Context: an optimization exercise on an open-source flow, tuned for small area. The choices shown serve that exercise and are no tape-out recipe. RTL that was checked went through simulation tests only; none was proved equivalent to the original. Power is estimated from default activity; no workload was simulated.

// crypto_dimension
module crypto_dimension(
    input clk,
    input btns,
    input btnr,
    input btnd,
    input btnl,
    input btnu,
    input rst,
    input echo,
    input [15:0] sw,
    output led16_b,
    output led16_g,
    output led16_r,
    output led17_b,
    output led17_g,
    output led17_r,
    output trig,
    output [15:0] Led,
    output wire [7:0] seg,
    output wire [7:0] an
);
Size in the first run: about 6200 cells after synthesis, roughly 2200 flip-flops, about 63 I/O pins, about 0.067 mm2 of cells after synthesis.
make LEC_CHECK=0 ABC_AREA=1 CAP_MARGIN=20 CORE_MARGIN=2 CORE_UTILIZATION=40 CTS_BUF_LIST=sky130_fd_sc_hd__clkbuf_8 CTS_CLUSTER_DIAMETER=50 CTS_CLUSTER_SIZE=20 SLEW_MARGIN=20 finish   # period 250.0 ns
run.sh (not shown) runs the stock make flow with config.mk's settings and CLKGATE_MAP_FILE= SYNTH_SCRIPT=/design/flow/synth_recipe.tcl, a recipe that flattens the netlist after the stock synthesis.
Change:
--- a/flow/design.v
+++ b/flow/design.v
@@ -49,28 +49,28 @@
         end
     end
 endmodule
 module sonic(
     input clk,
     input rst,
     input ech,
     output trg,
     output [10:0] dist_cm,
     output [3:0] dist_m,
     output [5:0] dist_ft,
-    output [8:0] dist_in
+    output [8:0] dist_in,
+    output [10:0] next_cm,   
+    output [3:0] next_m,     
+    output [5:0] next_ft,
+    output [8:0] next_in
 );
-    wire [10:0] next_cm;
-    wire [3:0] next_m;
-    wire [5:0] next_ft;
-    wire [8:0] next_in;
     reg [10:0] period_cnt;
     reg counting;
     reg [5:0] rem;       
     reg [10:0] quo;      
     reg [2:0] r5;        
     reg [4:0] t20;       
     reg [2:0] t6;        
     reg [3:0] qm;        
     reg [5:0] qf;        
     reg [8:0] qi;        
     reg [10:0] g_cm;
@@ -247,22 +247,26 @@
     output trig,
     output [15:0] Led,
     output wire [7:0] seg,
     output wire [7:0] an
 );
     wire [10:0] good_data;
     wire [3:0] dist_m;
     wire [5:0] dist_ft;
     wire [8:0] dist_in;
     wire s, r, d, l, u, d_long;
     wire r_next, l_next;
+    wire [10:0] cm_next;
+    wire [3:0] m_next;
+    wire [5:0] ft_next;
+    wire [8:0] in_next;
     reg rst_seen;
     reg [2:0] offset;
     reg [1:0] dat;
     reg [15:0] pw;
     reg auth;
     reg [15:0] enc_mask;
     reg [1:0] units;
     reg [1:0] dimension;
     reg [1:0] measurements_left;
     reg [1:0] dimension_id;
     reg [10:0] dim0, dim1, dim2;
@@ -337,24 +341,24 @@
                 up_target = size - 7'd1;
             else
                 up_target = c - 7'd1;
         end
     endfunction
     reg rl, unlock, set_pw, auth_n, uu, ss, commit;
     reg [15:0] orig_lo;
     reg [6:0] sid_m1, size, c1, c2, cur_n, sid_inc, sid_n, size_n, x_n, newest_n, second_n;
     reg full_n;
     reg [1:0] id_a, id_b;
     reg [10:0] fac, d0n, d1n, d2n, mc;
-    reg [1:0] ml_la, id_la;
-    reg [10:0] ma_la, mb_la, mul_y;
+    reg [1:0] units_la, ml_la, id_la;
+    reg [10:0] fac_la, ma_la, mb_la, mul_y;
     reg [18:0] mul_x, mul_out;
     reg [18:0] prod, hist_n, prev_n, sel_val;
     reg prev_fetch_n;
     reg [6:0] add_a, slot;
     reg [18:0] tap;
     reg [6:0] slot_a, wslot;
     reg wr_a, wr_b, wr;
     reg [18:0] wdata;
     integer k;
     always @(*) begin
         rl = (r | l) & auth & rst;
@@ -372,35 +376,35 @@
             2'd0: fac = {7'd0, dist_m};
             2'd1: fac = good_data;
             2'd2: fac = {5'd0, dist_ft};
             default: fac = {2'd0, dist_in};
         endcase
         id_a = rl ? 2'd0 : dimension_id;
         d0n = (ss && id_a == 2'd0) ? fac : dim0;
         d1n = (ss && id_a == 2'd1) ? fac : dim1;
         d2n = (ss && id_a == 2'd2) ? fac : dim2;
         id_b = id_a + 2'd1;
         commit = ss && (id_b >= measurements_left);
+        mc = (measurements_left == 2'd1 || measurements_left == 2'd2) ? 11'd1
+             : (id_a == 2'd2) ? fac : dim2;
+        units_la = (r && auth && rst) ? sw[1:0] : units;
+        case (units_la)
+            2'd0: fac_la = {7'd0, m_next};
+            2'd1: fac_la = cm_next;
+            2'd2: fac_la = {5'd0, ft_next};
+            default: fac_la = {2'd0, in_next};
+        endcase
         ml_la = dimension + 2'd1;
         id_la = (rl || ((r_next | l_next) && auth_n)) ? 2'd0 : dimension_id;
-        if (ml_la == 2'd1)
-            ma_la = (id_la == 2'd0) ? 11'd1 : dim0;
-        else
-            ma_la = (id_la == 2'd0) ? dim1 : dim0;
-        if (ml_la == 2'd1)
-            mb_la = 11'd1;
-        else if (ml_la == 2'd2)
-            mb_la = (id_la == 2'd2) ? dim1 : 11'd1;
-        else
-            mb_la = (id_la == 2'd2) ? dim1 : dim2;
-        mc = (id_a < measurements_left || measurements_left == 2'd0) ? fac : 11'd1;
+        ma_la = (id_la == 2'd0) ? fac_la : dim0;
+        mb_la = (ml_la == 2'd1) ? 11'd1 : (id_la == 2'd1) ? fac_la : dim1;
         mul_x = s ? mul_lo : {8'd0, ma_la};
         mul_y = s ? mc : mb_la;
         mul_out = mul19x11(mul_x, mul_y);
         prod = mul_out;
         sid_inc = (storage_id == 7'd99) ? 7'd0 : storage_id + 7'd1;
         sid_n = commit ? sid_inc : storage_id;
         full_n = storage_full | (commit && storage_id == 7'd99);
         size_n = full_n ? 7'd100 : sid_n;
         cur_n = ss ? ((sid_n != 7'd0) ? sid_n - 7'd1 : 7'd0) : c2;
         if (storage_id >= 7'd2 || (storage_id == 7'd1 && storage_full))
             sel_val = sec_data;
@@ -555,14 +559,15 @@
             end
             current <= cur_n;
             hist_val <= hist_n;
             prev_fetch <= prev_fetch_n;
         end
     end
     debouncer dbs(clk, rst, btns, s, );
     debouncer dbr(clk, rst, btnr, r, r_next);
     debouncer dbl(clk, rst, btnl, l, l_next);
     debouncer dbu(clk, rst, btnu, u, );
     debouncer_long dbd(clk, rst, btnd, d, d_long);
-    sonic MEASUREMENT(clk, rst, echo, trig, good_data, dist_m, dist_ft, dist_in);
+    sonic MEASUREMENT(clk, rst, echo, trig, good_data, dist_m, dist_ft, dist_in,
+                      cm_next, m_next, ft_next, in_next);
     seg_dis DISP_SEG(offset, dat, dimension, hist_val ^ {3'd0, enc_mask}, seg, an);
 endmodule
Outcome: Clock-buffer cell count went up by 1. Die area went up by 1.1%. Flip-flop and latch count is unchanged. Utilization went up by 0.27 points. Register-to-register slack is better by 1100 ps. Maximum frequency stays flat. Setup slack is worse by 16 ps. Routed wire length hardly moves. Via count went up by 0.64%. Sequential power hardly moves. Combinational power went up by 9.8%. Hold slack is worse by 30 ps.
Only the layout flow was run in the second run of this note; the RTL was not checked for function there.

---

crypto_dimension, a different RTL version from the one above (not shown whole).
Size: roughly 63 I/O pins, about 59000 um2 of cells after synthesis.
Design crypto_dimension, start of the top module:
module crypto_dimension(
    input clk,
    input btns,
    input btnr,
    input btnd,
    input btnl,
    input btnu,
    input rst,
    input echo,
    input [15:0] sw,
    output led16_b,
    output led16_g,
    output led16_r,
    output led17_b,
    output led17_g,
    output led17_r,
    output trig,
    output [15:0] Led,
    output wire [7:0] seg,
    output wire [7:0] an
);
export LEC_CHECK = 0
export ABC_AREA = 1
export CAP_MARGIN = 0
export CORE_MARGIN = 2
export CORE_UTILIZATION = 60
export PLACE_DENSITY = 0.72
export SLEW_MARGIN = 0
create_clock -name core_clock -period 250.0 [get_ports {clk}]
standard.sh (not shown) runs the stock make flow with config.mk's settings and CLKGATE_MAP_FILE= SYNTH_SCRIPT=/design/flow/synth_recipe.tcl, a recipe that flattens the netlist after the stock synthesis.
==> flow/flow/run.sh <==
#!/bin/bash
# Own layout flow:
#  1. the standard synthesis (standard.sh synth), unchanged;
#  2. its combinational logic mapped again for area with Yosys and ABC
#     (remap.tcl, remap.abc); every register and tie cell stays as it is;
#  3. the standard layout from floorplan to finish on that netlist, with
#     the clock tree built without dummy loads (CTS_ARGS).
# Each tool's output goes to a log file of its own in the work folder.
set -euo pipefail
WORK=$(pwd)
RES=$WORK/orfs/results/$FLOW_PLATFORM/crypto_dimension/base
PLAT=$FLOW_HOME/platforms/$FLOW_PLATFORM

bash standard.sh synth > 1_synth_standard.log 2>&1
cp "$RES/1_2_yosys.v" "$WORK/1_2_yosys_standard.v"

export REMAP_LIB=$PLAT/lib/sky130_fd_sc_hd__tt_025C_1v80.lib
export REMAP_IN=$WORK/1_2_yosys_standard.v
export REMAP_TOP=$FLOW_TOP
export REMAP_ABC=$WORK/flow/remap.abc
export REMAP_OUT=$RES/1_2_yosys.v
export REMAP_DONT_USE="$(sed -n '/DONT_USE_CELLS += /,/^$/p' "$PLAT/config.mk" | tr -d '\\' | sed 's/export DONT_USE_CELLS += //' | tr '\n' ' ')"
yosys -c flow/remap.tcl > 1_remap.log 2>&1
rm -f "$RES/1_synth.odb" "$RES/1_synth.sdc"

# plain buffers on the ports (the delay cells the default picks are larger)
export BUFFER_PORTS_ARGS="-buffer_cell sky130_fd_sc_hd__buf_1"
export CTS_ARGS="-sink_clustering_enable -repair_clock_nets -sink_clustering_size 21 -sink_clustering_max_diameter 55 -buf_list sky130_fd_sc_hd__clkbuf_8 -dont_use_dummy_load"
bash standard.sh > 2_layout.log 2>&1
Other scripts of this flow, unchanged in this note and not shown: flow/flow/remap.abc, flow/flow/remap.tcl
Next try:
--- a/flow/design.v
+++ b/flow/design.v
@@ -351,17 +351,17 @@
             if (c == 7'd0 || c == 7'd127)
                 up_target = size - 7'd1;
             else
                 up_target = c - 7'd1;
         end
     endfunction
     reg rl, unlock, set_pw, auth_n, uu, ss, commit;
     reg [15:0] orig_lo;
-    reg [6:0] sid_m1, size, c1, c2, cur_n, sid_inc, sid_n, size_n, x_n, newest_n, second_n;
+    reg [6:0] sid_m1, size, c1, c2, cur_n, sid_inc, sid_n, x_n, newest_n, second_n;
     reg full_n;
     reg [1:0] id_a, id_b;
     reg [10:0] fac, d0n, d1n, d2n, mc;
     reg [1:0] ml_la, id_la;
     reg [10:0] ma_la, mb_la, mul_y;
     reg [18:0] mul_x, mul_out, hist_val;
     reg [2:0] sel_jump, disp_n, next_n, fetch_to;
     reg next_fetch_n, load_a, load_b;
@@ -409,17 +409,16 @@
             mb_la = (id_la == 2'd2) ? dim1 : dim2;
         mc = (id_a < measurements_left || measurements_left == 2'd0) ? fac : 11'd1;
         mul_x = s ? mul_lo : {8'd0, ma_la};
         mul_y = s ? mc : mb_la;
         mul_out = mul19x11(mul_x, mul_y);
         sid_inc = (storage_id == 7'd99) ? 7'd0 : storage_id + 7'd1;
         sid_n = commit ? sid_inc : storage_id;
         full_n = storage_full | (commit && storage_id == 7'd99);
-        size_n = full_n ? 7'd100 : sid_n;
         cur_n = ss ? ((sid_n != 7'd0) ? sid_n - 7'd1 : 7'd0) : c2;
         if (storage_id >= 7'd2 || (storage_id == 7'd1 && storage_full))
             sel_jump = SEL_SEC;
         else if (storage_id == 7'd1 || storage_full)
             sel_jump = SEL_ORIG;
         else
             sel_jump = SEL_ZERO;
         if (ss)
@@ -427,19 +426,19 @@
         else if (uu && rl)
             disp_n = sel_jump;
         else if (uu)
             disp_n = next_sel;
         else if (rl)
             disp_n = (storage_id == 7'd0) ? SEL_ZERO : SEL_ORIG;
         else
             disp_n = disp_sel;
-        x_n = up_target(cur_n, size_n);
-        newest_n = (sid_n == 7'd0) ? 7'd99 : sid_n - 7'd1;
-        second_n = (newest_n == 7'd0) ? 7'd99 : newest_n - 7'd1;
+        x_n = up_target(c2, size);
+        newest_n = (storage_id == 7'd0) ? 7'd99 : sid_m1;
+        second_n = (storage_id == 7'd0) ? 7'd98 : (storage_id == 7'd1) ? 7'd99 : storage_id - 7'd2;
         if (commit)
             add_a = (storage_id == 7'd0) ? 7'd2 : (storage_id == 7'd99) ? 7'd1 : storage_id + 7'd1;
         else
             add_a = x_n;
         slot = add_mod99(add_a, rot);
         tap = 19'd0;
         for (k = 0; k < 13; k = k + 1)
             if (slot[6:3] == k)
Area after synthesis barely changes.
Combinational power is lower by 46%.
Core utilization hardly moves.
Global-route usage came out higher by 0.44 points.
Register-to-register slack improved by 4.0 ns.
Cell area stays flat.
Worst setup slack degrades by 0.056 ns.
Clock power barely changes.
Die area stays flat.
Total power is lower by about 4.5%.
Hold slack gets better by 0.0088 ns.
Wire length grows by about 1.9%.
Critical path depth does not change.
The RTL of the second run of this note was laid out without a check of its function.

[port drivers added, routing unchanged]
The flow's constraints put no driver on any port. The routed layouts listed below were extracted and timed again, unchanged, in two steps.
Step 1: set_driving_cell puts a clkbuf_16 on clk and a buf_2 on each other input, an assumption about the parent block.
Step 2 adds t to the input delays and takes it off the output delays; t is the mean of the earliest and latest rising clock arrival at the registers after step 1. Input paths then give back, and output paths get back, about the clock's delay inside the block.
Slacks: no drivers / after step 1 / after step 2; pairs: no drivers / after step 1.
run | shift t [ns] | setup slack, ns | slew at the worst register clock pin (ns) | pins driven straight from the clock port
the first run of note 1 | 0.987 | 148.795 / 148.764 / 148.764 | 0.12 / 0.12 | 1
the second run of note 1 | 0.952 | 148.779 / 148.746 / 148.746 | 0.12 / 0.12 | 1
the first run of note 2 | 0.845 | 149.492 / 149.467 / 149.467 | 0.12 / 0.12 | 1
the second run of note 2 | 0.869 | 149.436 / 149.414 / 149.414 | 0.13 / 0.13 | 1
After both steps setup and hold are still met in every run listed. For the second run of note 1, which loses most, drivers alone change the setup slack by -0.033 ns; drivers and shift together by -0.033 ns.
